Source: an optimization exercise on an open RTL-to-GDS flow (aim: small area, a short achievable clock period and few clock cycles). Production flows keep margins and buffers that such runs may drop. The RTL of this run was laid out without a check of its function. Power and IR drop assume default switching activity.

$ cat design.v
module cpu(
    input  wire                 clk_in,
    input  wire                 rst_in,
    input  wire                 rdy_in,
    input  wire [ 7:0]          mem_din,
    output reg  [ 7:0]          mem_dout,
    output wire [31:0]          mem_a,
    output reg                  mem_wr
);
    reg [31:0] rf [1:31];
    reg [31:0] A, B, IR;
    reg [14:0] pc;         
    reg [14:0] fpc;        
    reg [1:0]  fstep;      
    reg [17:0] ma;
    assign mem_a = {14'b0, ma};
    reg        iss_f, iss_l, iss_last;
    reg [1:0]  iss_lane;
    reg        cap_f, cap_l, cap_last;
    reg [1:0]  cap_lane;
    reg [1:0]  mrem;       
    reg        dec;        
    reg        ldwb;       
    reg        ex_alu, ex_rdnz, ex_sub, ex_arith;
    reg [4:0]  ex_rd;
    reg [2:0]  ex_f3;
    wire rdA = cap_f & (cap_lane == 2'd3);
    wire rdB = cap_f & (cap_lane == 2'd0);
    wire [2:0] f3 = IR[14:12];
    wire is_jb    = IR[6];                          
    wire is_br    = IR[6] & ~IR[2];
    wire is_jalr  = IR[6] & IR[2] & ~IR[3];
    wire is_jal   = IR[6] & IR[3];
    wire is_u     = ~IR[6] & IR[2];                 
    wire is_lui   = is_u & IR[5];
    wire is_mem   = ~IR[6] & ~IR[4];                
    wire is_st    = is_mem & IR[5];
    wire is_ld    = is_mem & ~IR[5];
    wire is_alu   = ~IR[6] & IR[4] & ~IR[2];        
    wire is_op    = is_alu & IR[5];
    wire eq  = (A == B);
    wire ltu = (A < B);
    wire lt  = (A[31] ^ B[31]) ? A[31] : ltu;
    wire cond = (f3[2] ? (f3[1] ? ltu : lt) : eq) ^ f3[0];
    wire taken = is_jal | is_jalr | (is_br & cond);
    wire [11:0] imm12 = is_st ? {IR[31:25], IR[11:7]} : IR[31:20];
    wire [17:0] addr  = A[17:0] + {{6{imm12[11]}}, imm12};
    wire [14:0] poff  = is_jal ? {IR[16:12], IR[20], IR[30:22]}
                               : {{4{IR[31]}}, IR[31], IR[7], IR[30:25], IR[11:9]};
    wire [14:0] ptgt  = pc + poff;
    wire [14:0] target = is_jalr ? addr[16:2] : ptgt;
    wire [4:0]  ra = rdA ? IR[19:15] : IR[24:20];
    reg  [31:0] ldext;
    always @(*) begin
        case (ex_f3)
            3'b000: ldext = {{24{B[31]}}, B[31:24]};
            3'b100: ldext = {24'b0, B[31:24]};
            3'b001: ldext = {{16{B[31]}}, B[31:16]};
            3'b101: ldext = {16'b0, B[31:16]};
            default: ldext = B;
        endcase
    end
    wire        fwd = ldwb & ex_rdnz & (ex_rd == ra);
    wire [31:0] rdata = fwd ? ldext : (ra == 5'd0) ? 32'b0 : rf[ra];
    wire [31:0] alu_c;
    alu alu(.f3(ex_f3), .sub(ex_sub), .arith(ex_arith), .a(A), .b(B), .c(alu_c));
    wire        we = (ex_alu | ldwb) & ex_rdnz;
    wire [31:0] wd = ldwb ? ldext : alu_c;
    always @(posedge clk_in)
        if (we) rf[ex_rd] <= wd;
    always @(posedge clk_in) begin
        if (cap_f) IR[8*cap_lane +: 8] <= mem_din;
        if (rdA) A <= rdata;
        else if (dec & is_u) A <= is_lui ? 32'b0 : {15'b0, pc, 2'b00};
        else if (dec & is_jb) A <= {15'b0, fpc, 2'b00};
        if (rdB) B <= rdata;
        else if (dec & is_u) B <= {IR[31:12], 12'b0};
        else if (dec & is_jb) B <= 32'b0;
        else if (dec & is_alu & ~IR[5]) B <= {{20{IR[31]}}, IR[31:20]};
        else if (cap_l | (dec & is_st) | (mrem != 2'd0 & mem_wr)) B <= {mem_din, B[31:8]};
        if (dec) begin
            ex_rd    <= IR[11:7];
            ex_f3    <= (is_alu | is_ld) ? f3 : 3'b000;
            ex_sub   <= is_alu & ((is_op & IR[30] & f3 == 3'b000) | f3[2:1] == 2'b01);
            ex_arith <= IR[30];
        end
        if (dec & is_st) mem_dout <= B[7:0];
        else if (mrem != 2'd0 & mem_wr) mem_dout <= B[7:0];
    end
    always @(posedge clk_in) begin
        if (rst_in) begin
            ma <= 18'd1;
            mem_wr <= 1'b0;
            iss_f <= 1'b1; iss_lane <= 2'd1; iss_l <= 1'b0; iss_last <= 1'b0;
            cap_f <= 1'b0; cap_l <= 1'b0; cap_last <= 1'b0; cap_lane <= 2'd0;
            fpc <= 15'd0; fstep <= 2'd1; pc <= 15'd0;
            mrem <= 2'd0;
            dec <= 1'b0; ldwb <= 1'b0;
            ex_alu <= 1'b0; ex_rdnz <= 1'b0;
        end else begin
            cap_f <= iss_f; cap_lane <= iss_lane; cap_l <= iss_l; cap_last <= iss_last;
            dec <= rdB;
            ldwb <= cap_l & cap_last;
            ex_alu <= dec & ~is_mem & ~is_br;
            if (dec) ex_rdnz <= (IR[11:7] != 5'd0);
            if (dec & taken) begin
                ma <= {1'b0, target, 2'b01};
                mem_wr <= 1'b0;
                iss_f <= 1'b1; iss_lane <= 2'd1; iss_l <= 1'b0;
                fpc <= target; fstep <= 2'd1;
            end else if (dec & is_mem) begin
                ma <= addr;
                mem_wr <= is_st;
                iss_f <= 1'b0; iss_l <= is_ld;
                iss_last <= (f3[1:0] == 2'b00);
                mrem <= {f3[1], f3[1] | f3[0]};
            end else if (mrem != 2'd0) begin
                ma[1:0] <= ma[1:0] + 2'd1;
                mrem <= mrem - 2'd1;
                iss_last <= (mrem == 2'd1);
            end else begin
                ma <= {1'b0, fpc, fstep + 2'd1};
                mem_wr <= 1'b0;
                iss_f <= 1'b1; iss_lane <= fstep + 2'd1; iss_l <= 1'b0;
                fstep <= fstep + 2'd1;
                if (fstep == 2'd3) begin
                    pc <= fpc;
                    fpc <= fpc + 15'd1;
                end
            end
        end
    end
endmodule
module alu(
    input  wire [2:0]  f3,      
    input  wire        sub,     
    input  wire        arith,   
    input  wire [31:0] a,
    input  wire [31:0] b,
    output reg  [31:0] c
);
    wire [32:0] sum = {1'b0, a} + {1'b0, sub ? ~b : b} + {32'b0, sub};
    wire ltu = ~sum[32];
    wire lt  = (a[31] ^ b[31]) ? a[31] : sum[31];
    function [31:0] rev(input [31:0] x);
        integer i;
        for (i = 0; i < 32; i = i + 1) rev[i] = x[31 - i];
    endfunction
    wire        left = (f3 == 3'b001);
    wire [31:0] shin = left ? rev(a) : a;
    wire [31:0] shr  = $signed({arith & shin[31], shin}) >>> b[4:0];
    always @(*) begin
        case (f3)
            3'b000: c = sum[31:0];
            3'b001: c = rev(shr);
            3'b010: c = {31'b0, lt};
            3'b011: c = {31'b0, ltu};
            3'b100: c = a ^ b;
            3'b101: c = shr;
            3'b110: c = a | b;
            default: c = a & b;
        endcase
    end
endmodule
$ cat run.sh
#!/bin/bash
# synth_recipe.tcl (not shown) runs the flow's synth.tcl, then flattens the netlist and writes it again
# the make line also repeats each setting of config.mk as NAME=value (left out here)
make -C /OpenROAD-flow-scripts/flow DESIGN_CONFIG=/design/flow/config.mk WORK_HOME=/design/flow/orfs CLKGATE_MAP_FILE= SYNTH_SCRIPT=/design/flow/synth_recipe.tcl finish
$ cat config.mk
export PLATFORM = sky130hd
export DESIGN_NAME = cpu
export DESIGN_NICKNAME = cpu
export VERILOG_FILES = /design/flow/design.v
export SDC_FILE = /design/flow/constraint.sdc
export NUM_CORES = 4
export LEC_CHECK = 0
export CAP_MARGIN = 20
export CORE_MARGIN = 2
export CORE_UTILIZATION = 30
export PLACE_DENSITY = 0.5
export SLEW_MARGIN = 20
$ cat constraint.sdc
create_clock -name core_clock -period 10.0 [get_ports {clk_in}]
set_input_delay 2.0000 -clock core_clock [delete_from_list [all_inputs] [get_ports {clk_in}]]
set_output_delay 2.0000 -clock core_clock [all_outputs]
set_load 0.01 [all_outputs]
==> reports/metrics.cfg <==
[global_routing]
use_met3_pct=2.79
antenna_found_initial=5
use_met2_pct=31.0
grt_remaining_overflow=0
track_usage_pct=19.8
grt_use_met1_pct=28.4
grt_pass1_wl_mm=275
busiest_layer=met2
grt_max_degree=121
grt_pass1_vias=36000

[power_and_ir_drop]
power_density_nw_per_um2=255
vdd_drop_max_mv=0.161
p_leak_nw=22.2

[sta]
post-route-min-period_ps=5670
fin_crit_sh_pct=56.7
tns_ps=0
whs_ps=473
grt_setup_unrepaired=false
skew_ps=83.4
report.final.slew_viol_count=0
max_freq_mhz=176
worst_pin_slew_ps=1230
setup_violations=0
finalHoldViolCount=0
slew_headroom_pct=17.3

[synth]
yosys.cell_types.count=77
ys.flop_type=edfxtp_1
synth_top_area_share_pct=59.0
synth.avg_cell_area_sq_um=12.9
synthCells=4365
yosysSeqAreaShare_pct=61.3
yosys_register_bits=1169
yosysWarnings=2
yosysTopAreaCell=edfxtp_1
ys_top_cells_by_area=edfxtp_1 (59%), mux4_2 (7.9%), nand2_1 (5.1%), ha_1 (3.7%), dfxtp_1 (2.3%)
synth-async-reset-ratio_pct=0
syn_area_sq_um=56200
synth_edf_count=1104

[worst_hold_path]
holdPathStages=1
hold_path_end=cap_l
min_path_type=register to register
hold_path.startpoint=iss_l

[die]
design.die.area_sq_um=191000
start_util_pct=30.3
rows=158
core_sq_um=186000
die_height_um=437
io_pins=52
dieWidth_um=437

[detailed_routing]
routed_wl_mm=194
first_iter_violations=4458
routedWlPerCell_um=27.9
via_per_inst=5.47
via_count=38200
drtAntennaViolNets=0
drc=0
first_pass_iters=6

[placement]
numPlacedInstances=6743
port_buffers=36
gp_congestion=0.956
place.detailed.hpwl_mm=114

[cts]
hold_buffers=0
post_cts_buffers=0
clk_latency_ps=790
cts_root_buffer=clkbuf_16
clkTransAtPathRegs_ps=60
clock-sinks=1169
cts_resized=0
cts.path.max_buffers=3
cts_tree=done
cts_buffers=120
cts_max_level=3

[run]
cap_violations=0

[worst_setup_path]
worstReg2RegEnd=rf[28][24]
path_class=register to register
cp_max_fo=31
r2r-start=B[0]
rr_worst_depth=13
start_kind=register
cp_data_required_time_ps=10470
cp.arrival_ps=6140
reg2reg_slack_ps=4330
worst_setup_path_end_kind=register

[finish]
n_fill_cell=18100
final_util_pct=34.7
syn_to_final_growth_pct=14.7
drive_above_1_share_pct=13.9
num-nets-final=4567
layout.cells.non_filler=6974

[outcome]
status=finished clean

Yosys cell counts, drive strengths merged, types with 9 or more instances:
master      n
a211oi     63
a21o       50
a21oi     244
a221oi     30
a22o       21
a22oi      10
a311o      10
a311oi     83
a31o       12
a31oi      51
and2       15
and3       64
buf        93
clkbuf    191
dfxtp      65
edfxtp   1104
ha        167
inv       119
mux2        9
mux2i      82
mux4      197
nand2     759
nand3     147
nand4      13
nor2      218
nor2b      20
nor3       42
nor4       11
o211ai     23
o21ai     143
o21bai     14
o221ai     26
o22ai      20
o2bb2ai    10
o311ai     11
o31ai      19
or3        10
xnor2      47
xor2       62
layout make-up:
class	count	area (sq um)	area share (%)
clock buffers	143	3090	4.79
clock inverters	85	1130	1.76
flip-flops and latches	1169	34500	53.4
inverters	120	450	0.698
multi-input cells	2805	20800	32.2
well taps	2480	3100	4.81
diodes	2	5.00	0.00776
repair buffers	170	1480	2.29
routing by layer:
| metal | up-vias | share of wire, % |
|---|---|---|
| li1 | 16700 | - |
| met4 | 2 | 3.3 |
| met1 | 19700 | 44 |
| met2 | 1486 | 46 |
| met3 | 307 | 6.4 |
| met5 | - | 0.0067 |
sequential cells by signal (all words and copies together) (netlist names), 3 cells and up:
register,count
A,32
B,32
IR,30
ex_f3,3
ex_rd,5
fpc,15
ma,18
mem_dout,8
pc,15
rf,992
worst max path at each step:
| stage | from | endpoint | slack, ps | cells past startpoint |
|---|---|---|---|---|
| after global routing | cap_lane[0] | B[23] | 4200 | 11 |
| after floorplan | B[1] | rf[10][24] | 4720 | 13 |
| after global placement | B[0] | rf[11][26] | 4410 | 12 |
| final | B[0] | rf[28][24] | 4330 | 13 |
| after CTS | B[3] | ma[0] | 4440 | 12 |
| after detailed placement | B[3] | ma[0] | 4390 | 12 |
layout by cell type (no fill, tap or decap), types with 14 or more instances in the layout:
master,instances
inv_1,119
a31oi_1,46
xnor2_1,47
nor2b_1,18
nor3_1,40
conb_1,14
ha_1,167
nor2_1,186
nor2_4,32
o31ai_1,18
a21oi_1,239
edfxtp_1,1104
o211ai_1,23
nand2_1,759
mux4_2,197
and3_1,64
a311oi_1,83
bufinv_16,23
o21bai_1,14
xor2_1,62
clkbuf_16,120
clkdlybuf4s50_1,35
o22ai_1,20
a21o_1,49
buf_4,124
dfxtp_1,64
nand3_1,147
and2_1,14
a221oi_1,24
clkbuf_1,23
mux2i_1,81
o221ai_1,26
clkinv_1,30
o21ai_0,134
clkinv_2,21
a22o_1,21
a211oi_1,56
through the flow:
stage	power [W]	worst slack, ps	instance area (sq um)
after global routing	0.0171	4200	64500
after global placement	0.0116	4410	60200
final	0.0164	4330	64500
after floorplan	0.00954	4720	56300
after detailed placement	0.0117	4390	60300
after CTS	0.0164	4440	64500
report_power, final:
part / internal (W) / total, W / switching (W)
Clock: 0.00281 / 0.00479 / 0.00199
Sequential: 0.00608 / 0.00637 / 0.000290
Combinational: 0.00169 / 0.00529 / 0.00359
Total: 0.0106 / 0.0164 / 0.00587
kinds of logic (layout without fill, tap and decap cells):
group / count (synthesis) / in the layout / share of synthesized area, %
DFF: 1169 / 1169 / 61.3
muxes: 288 / 288 / 9.53
and+or+nand+nor: 1333 / 1333 / 10.1
buffers and inverters: 404 / 518 / 2.91
adders and majority gates: 170 / 170 / 3.82
other: 1 / 16 / 0.00667
xor gates and xnor gates: 109 / 109 / 1.70
AOI/OAI and AO/OA: 891 / 891 / 10.6
critical path: stages, from the launching register on:
cell	delay (ps)
edfxtp_1	320
buf_4	460
mux2_2	450
fa_1	450
a211oi_1	410
nor3_1	140
o21ai_0	520
o31ai_1	300
a211oi_1	780
o21bai_1	180
xor2_1	190
a221oi_1	760
a211oi_4	110
buf_4	280

what the ideal ports hide:
How much do the figures lean on ideal ports? The routed layout below was timed once more, with nothing changed but the port constraints.
Step 1 assumes that a clkbuf_16 drives the clock port and a buf_2 every other input.
Step 2 also shifts input and output timing later by t, the mid clock arrival at the registers, as if the neighbouring blocks saw the same clock.
Three values: ideal ports, drivers, drivers and shift; two values: the first two.
shift t [ns]: 0.821
setup slack, ns: 4.332 / 4.332 / 4.332
worst data-port slew with drivers (ns): 0.03
After both steps setup and hold are still met in this run. For this run, drivers alone change the setup slack by 0.000 ns; drivers and shift together by 0.000 ns.
